Background: an optimization exercise with open tools, aiming at small area, a short achievable clock period and few clock cycles per item. Do not read the settings as production practice. Where RTL was checked, it was by simulation tests only, not by an equivalence proof against the original.

Setup of old:
==> flow/design.v <==
module tiny_encryption_algorithm(
    input              clk,         
    input              rst_n,       
    input              key_valid,   
    input              ptxt_valid,  
    input      [63:0]  ptxt,        
    input      [127:0] key,         
    output     [63:0]  ctxt,        
    output reg         ctxt_ready   
);
localparam [31:0] DELTA   = 32'h9e3779b9;
localparam [31:0] SUM_END = 32'hc6ef3720;  
reg         busy;
reg         idle;    
reg         phase;   
reg [31:0]  sum;
reg [31:0]  a, b;
reg [127:0] k;
wire start = key_valid & ptxt_valid & ~busy;
wire last  = phase & (sum == SUM_END);
wire busy_next = busy ? ~last : start;
function automatic [31:0] add32(input [31:0] x, input [31:0] y);
    reg [31:0] p, gg, pp;
    integer l, i, j;
    begin
        p = x ^ y; gg = x & y; pp = p;
        for (l = 0; l < 5; l = l + 1)
            for (i = 31; i >= 0; i = i - 1)
                if ((i >> l) & 1) begin
                    j = ((i >> l) << l) - 1;
                    gg[i] = gg[i] | (pp[i] & gg[j]);
                    pp[i] = pp[i] & pp[j];
                end
        add32 = p ^ {gg[30:0], 1'b0};
    end
endfunction
wire [31:0] f  = add32(b << 4, k[127:96]) ^ add32(b, sum) ^ add32(b >> 5, k[95:64]);
wire [31:0] op = ({32{busy}} & a) | ({32{idle}} & ptxt[31:0]);
wire [31:0] b_next = add32(op, f & {32{busy}});
always @(posedge clk or negedge rst_n) begin
    if (!rst_n) begin
        busy       <= 1'b0;
        ctxt_ready <= 1'b0;
    end else begin
        busy <= busy_next;
        if (busy & last) ctxt_ready <= 1'b1;
        else if (start) ctxt_ready <= 1'b0;
    end
end
always @(posedge clk) begin
    idle <= ~busy_next;
    k <= ({128{busy}} & {k[63:0], k[127:64]}) | ({128{idle}} & key);
    if (busy | start) begin
        a <= ({32{busy}} & b) | ({32{idle}} & ptxt[63:32]);
        b <= b_next;
    end
    if (busy) begin
        phase <= ~phase;
        if (phase) sum <= sum + DELTA;
    end else begin
        phase <= 1'b0;
        sum   <= DELTA;
    end
end
assign ctxt = {a, b};
endmodule
Settings: LEC_CHECK=0, ABC_AREA=1, CAP_MARGIN=20, CORE_MARGIN=2, CORE_UTILIZATION=40, CTS_BUF_LIST=sky130_fd_sc_hd__clkbuf_8, CTS_CLUSTER_DIAMETER=60, CTS_CLUSTER_SIZE=12, SETUP_SLACK_MARGIN=5, SLEW_MARGIN=20; clock period 9.5 ns.
standard.sh (not shown) runs the stock make flow with config.mk's settings and CLKGATE_MAP_FILE= SYNTH_SCRIPT=/design/flow/synth_recipe.tcl, a recipe that flattens the netlist after the stock synthesis.
==> flow/flow/run.sh <==
#!/bin/bash
set -euo pipefail
args=()
while IFS= read -r line; do
  [[ -z "$line" || "$line" == \#* ]] && continue
  args+=("$line")
done < flow/make_vars.txt
bash standard.sh "${args[@]}" finish > standard_flow.log 2>&1
==> flow/flow/make_vars.txt <==
BUFFER_PORTS_ARGS=-buffer_cell sky130_fd_sc_hd__buf_1
CTS_ARGS=-sink_clustering_enable -repair_clock_nets -sink_clustering_size 12 -sink_clustering_max_diameter 60 -buf_list sky130_fd_sc_hd__clkbuf_8 -dont_use_dummy_load
Edits applied to the flow inputs when going from old to new:
-- flow/design.v --
<<< old, line 21
wire busy_next = busy ? ~last : start;
function automatic [31:0] add32(input [31:0] x, input [31:0] y);
    reg [31:0] p, gg, pp;
    integer l, i, j;
    begin
        p = x ^ y; gg = x & y; pp = p;
        for (l = 0; l < 5; l = l + 1)
            for (i = 31; i >= 0; i = i - 1)
                if ((i >> l) & 1) begin
                    j = ((i >> l) << l) - 1;
>>> new, line 21
wire busy_next = busy ? ~last : start;
function automatic [31:0] add32(input [31:0] x, input [31:0] y);
    reg [31:0] p, g, c;
    reg [31:0] g2, p2;    
    reg [15:0] gg, pp;    
    integer l, i, j;
    begin
        p = x ^ y; g = x & y;
        g2[0] = g[0]; p2[0] = p[0];
        for (i = 1; i < 32; i = i + 1) begin
            g2[i] = g[i] | (p[i] & g[i-1]);
            p2[i] = p[i] & p[i-1];
        end
        for (i = 0; i < 16; i = i + 1) begin
            gg[i] = g2[2*i+1]; pp[i] = p2[2*i+1];
        end
        for (l = 0; l < 4; l = l + 1)
            for (i = 15; i >= 0; i = i - 1)
                if ((i >> l) & 1) begin
                    j = ((i >> l) << l) - 1;
<<< old, line 32
                    pp[i] = pp[i] & pp[j];
                end
        add32 = p ^ {gg[30:0], 1'b0};
    end
endfunction
>>> new, line 42
                    pp[i] = pp[i] & pp[j];
                end
        c[0] = 1'b0;
        c[1] = g[0];
        for (i = 1; i < 16; i = i + 1) begin
            c[2*i] = gg[i-1];
            c[2*i+1] = g2[2*i] | (p2[2*i] & gg[i-1]);
        end
        add32 = p ^ c;
    end
endfunction
==> run summary <==
Cmp old and new / number of buffers outside the clock class in the layout / lower: new. Across both runs, die outline height was lower for new than for old. The run showing the smaller detailed route wirelength on metal3 is new. new vs old — area of the multi-input gates dropped slightly. Worst slew margin relative to its limit improves in new relative to old.
Testbench counts of new, summed over its fixed seeds: cycles 33,280, items 512.
For old, only the layout was checked, not whether the RTL still works.

tiny_encryption_algorithm, a different RTL version from the one above (not shown whole).
For scale: roughly 2200 cells after synthesis, about 230 flip-flops, ~260 I/O pins.
==> module tiny_encryption_algorithm, before the edit <==
module tiny_encryption_algorithm(
    input              clk,         
    input              rst_n,       
    input              key_valid,   
    input              ptxt_valid,  
    input      [63:0]  ptxt,        
    input      [127:0] key,         
    output     [63:0]  ctxt,        
    output reg         ctxt_ready   
);
localparam [31:0] DELTA   = 32'h9e3779b9;
localparam [31:0] SUM_END = 32'hc6ef3720;  
reg         busy;
reg         idle;    
reg         phase;   
reg [31:0]  sum;
reg [31:0]  a, b;
reg [127:0] k;
wire start = key_valid & ptxt_valid & ~busy;
wire last  = phase & (sum == SUM_END);
wire busy_next = busy ? ~last : start;
function automatic [31:0] add32(input [31:0] x, input [31:0] y);
    reg [31:0] p, g, c;
    reg [31:0] g2, p2;    
    reg [15:0] gg, pp;    
    integer l, i, j;
    begin
        p = x ^ y; g = x & y;
        g2[0] = g[0]; p2[0] = p[0];
        for (i = 1; i < 32; i = i + 1) begin
            g2[i] = g[i] | (p[i] & g[i-1]);
            p2[i] = p[i] & p[i-1];
        end
        for (i = 0; i < 16; i = i + 1) begin
            gg[i] = g2[2*i+1]; pp[i] = p2[2*i+1];
        end
        for (l = 0; l < 4; l = l + 1)
            for (i = 15; i >= 0; i = i - 1)
                if ((i >> l) & 1) begin
                    j = ((i >> l) << l) - 1;
                    gg[i] = gg[i] | (pp[i] & gg[j]);
                    pp[i] = pp[i] & pp[j];
                end
        c[0] = 1'b0;
        c[1] = g[0];
        for (i = 1; i < 16; i = i + 1) begin
            c[2*i] = gg[i-1];
            c[2*i+1] = g2[2*i] | (p2[2*i] & gg[i-1]);
        end
        add32 = p ^ c;
    end
endfunction
function automatic [31:0] cy32(input [31:0] x, input [31:0] y);
    reg [31:0] p, g, c;
    reg [31:0] g2, p2;    
    reg [15:0] gg, pp;    
    integer l, i, j;
    begin
        p = x ^ y; g = x & y;
        g2[0] = g[0]; p2[0] = p[0];
        for (i = 1; i < 32; i = i + 1) begin
            g2[i] = g[i] | (p[i] & g[i-1]);
            p2[i] = p[i] & p[i-1];
        end
        for (i = 0; i < 16; i = i + 1) begin
            gg[i] = g2[2*i+1]; pp[i] = p2[2*i+1];
        end
        for (l = 0; l < 4; l = l + 1)
            for (i = 15; i >= 0; i = i - 1)
                if ((i >> l) & 1) begin
                    j = ((i >> l) << l) - 1;
                    gg[i] = gg[i] | (pp[i] & gg[j]);
                    pp[i] = pp[i] & pp[j];
                end
        c[0] = 1'b0;
        c[1] = g[0];
        for (i = 1; i < 16; i = i + 1) begin
            c[2*i] = gg[i-1];
            c[2*i+1] = g2[2*i] | (p2[2*i] & gg[i-1]);
        end
        cy32 = c;
    end
endfunction
function automatic [31:0] addgp(input [31:0] g, input [31:0] p);
    reg [31:0] c, g2, p2;
    reg [15:0] gg, pp;
    integer l, i, j;
    begin
        g2[0] = g[0]; p2[0] = p[0];
        for (i = 1; i < 32; i = i + 1) begin
            g2[i] = g[i] | (p[i] & g[i-1]);
            p2[i] = p[i] & p[i-1];
        end
        for (i = 0; i < 16; i = i + 1) begin
            gg[i] = g2[2*i+1]; pp[i] = p2[2*i+1];
        end
        for (l = 0; l < 4; l = l + 1)
            for (i = 15; i >= 0; i = i - 1)
                if ((i >> l) & 1) begin
                    j = ((i >> l) << l) - 1;
                    gg[i] = gg[i] | (pp[i] & gg[j]);
                    pp[i] = pp[i] & pp[j];
                end
        c[0] = 1'b0;
        c[1] = g[0];
        for (i = 1; i < 16; i = i + 1) begin
            c[2*i] = gg[i-1];
            c[2*i+1] = g2[2*i] | (p2[2*i] & gg[i-1]);
        end
        addgp = p ^ c;
    end
endfunction
wire [31:0] c0 = cy32(b << 4, k[127:96]);
wire [31:0] c1 = cy32(b, sum);
wire [31:0] c2 = cy32(b >> 5, k[95:64]);
wire [31:0] pe = (b << 4) ^ k[127:96] ^ b ^ sum ^ (b >> 5) ^ k[95:64];
wire [31:0] f  = (c0 ^ c1) ^ (c2 ^ pe);
wire [31:0] fg = {32{busy}} & a & f;
wire [31:0] fp = ({32{busy}} & ((c0 ^ c1) ^ (c2 ^ (pe ^ a)))) | ({32{idle}} & ptxt[31:0]);
wire [31:0] b_next = addgp(fg, fp);
always @(posedge clk or negedge rst_n) begin
    if (!rst_n) begin
        busy       <= 1'b0;
        ctxt_ready <= 1'b0;
    end else begin
        busy <= busy_next;
        if (busy & last) ctxt_ready <= 1'b1;
        else if (start) ctxt_ready <= 1'b0;
    end
end
always @(posedge clk) begin
    idle <= ~busy_next;
    k <= ({128{busy}} & {k[63:0], k[127:64]}) | ({128{idle}} & key);
    if (busy | start) begin
        a <= ({32{busy}} & b) | ({32{idle}} & ptxt[63:32]);
        b <= b_next;
    end
    if (busy) begin
        phase <= ~phase;
        if (phase) sum <= add32(sum, DELTA);
    end else begin
        phase <= 1'b0;
        sum   <= DELTA;
    end
end
assign ctxt = {a, b};
endmodule
clock: 9.5 ns
lec_check: 0
abc_area: 1
cap_margin: 20
core_margin: 2
core_utilization: 40
cts_buf_list: sky130_fd_sc_hd__clkbuf_8
cts_cluster_diameter: 60
cts_cluster_size: 12
setup_slack_margin: 5
slew_margin: 20
==> flow/flow/make_vars.txt <==
BUFFER_PORTS_ARGS=-buffer_cell sky130_fd_sc_hd__buf_1
CTS_ARGS=-sink_clustering_enable -repair_clock_nets -sink_clustering_size 12 -sink_clustering_max_diameter 60 -buf_list sky130_fd_sc_hd__clkbuf_8 -dont_use_dummy_load
SETUP_SLACK_MARGIN=5.8
Scripts as last shown in full above: flow/flow/run.sh
The baseline passed the timing, DRC and antenna checks.
Next try:
--- a/flow/design.v
+++ b/flow/design.v
@@ -82,5 +82,5 @@
     end
 endfunction
-function automatic [31:0] addgp(input [31:0] g, input [31:0] p);
+function automatic [31:0] addgp(input [31:0] g, input [31:0] p, input [31:0] ps);
     reg [31:0] c, g2, p2;
     reg [15:0] gg, pp;
@@ -108,5 +108,5 @@
             c[2*i+1] = g2[2*i] | (p2[2*i] & gg[i-1]);
         end
-        addgp = p ^ c;
+        addgp = ps ^ c;
     end
 endfunction
@@ -115,8 +115,9 @@
 wire [31:0] c2 = cy32(b >> 5, k[95:64]);
 wire [31:0] pe = (b << 4) ^ k[127:96] ^ b ^ sum ^ (b >> 5) ^ k[95:64];
-wire [31:0] f  = (c0 ^ c1) ^ (c2 ^ pe);
-wire [31:0] fg = {32{busy}} & a & f;
-wire [31:0] fp = ({32{busy}} & ((c0 ^ c1) ^ (c2 ^ (pe ^ a)))) | ({32{idle}} & ptxt[31:0]);
-wire [31:0] b_next = addgp(fg, fp);
+wire [31:0] pf = (c0 ^ c1) ^ (c2 ^ (pe ^ a));     
+wire [31:0] fg = {32{busy}} & a & ~pf;
+wire [31:0] fp = pf;
+wire [31:0] fs = ({32{busy}} & pf) | ({32{idle}} & ptxt[31:0]);
+wire [31:0] b_next = addgp(fg, fp, fs);
 always @(posedge clk or negedge rst_n) begin
     if (!rst_n) begin
After rerunning: The changed run finished with timing, DRC and antenna clean. Maximum frequency grows by 3.8%. Synthesized area shrinks by 2.0%. Global-route usage shrinks by 0.38 points. Synthesized cell count shrinks by 1.5%. Utilization shrinks by 1.9 points. Die area shrinks by 2.0%. Worst setup slack improves by 0.13 ns. Clock-buffer cell count shrinks by 6. Design area shrinks by 6.3%.
Testbench counts after the change, summed over its fixed seeds: cycles 33,280, items 512.
No functional check of the RTL was part of the first run of this note.

==> afterwards: timing with drivers on the ports <==
No port has a modelled driver above. Below, the same layouts with a new extraction and two added sets of constraints. Step 1: set_driving_cell puts a clkbuf_16 on clk and a buf_2 on each other input, an assumption about the parent block. Step 2 moves the port delays by t, midway between the first and last clock arrival at a register: inputs arrive t later, outputs are due t later. That takes back most of the time a late clock gives input paths. Three values: ideal, step 1, step 2; two values: the first two.
run	t, ns	setup slack, ns	latest minus earliest clock arrival (ns)	worst slew at a driven data input, ns
old	0.615	5.175 / 5.175 / 5.033	0.081 / 0.080	0.07
new	0.620	5.203 / 5.203 / 4.897	0.090 / 0.090	0.07
the first run of note 2	0.613	5.921 / 5.933 / 5.328	0.050 / 0.050	0.08
the second run of note 2	0.641	6.051 / 6.002 / 6.026	0.085 / 0.085	0.06
After both steps every run listed still meets setup and hold. For the first run of note 2, which loses most, drivers alone change the setup slack by +0.012 ns; drivers and shift together by -0.593 ns.
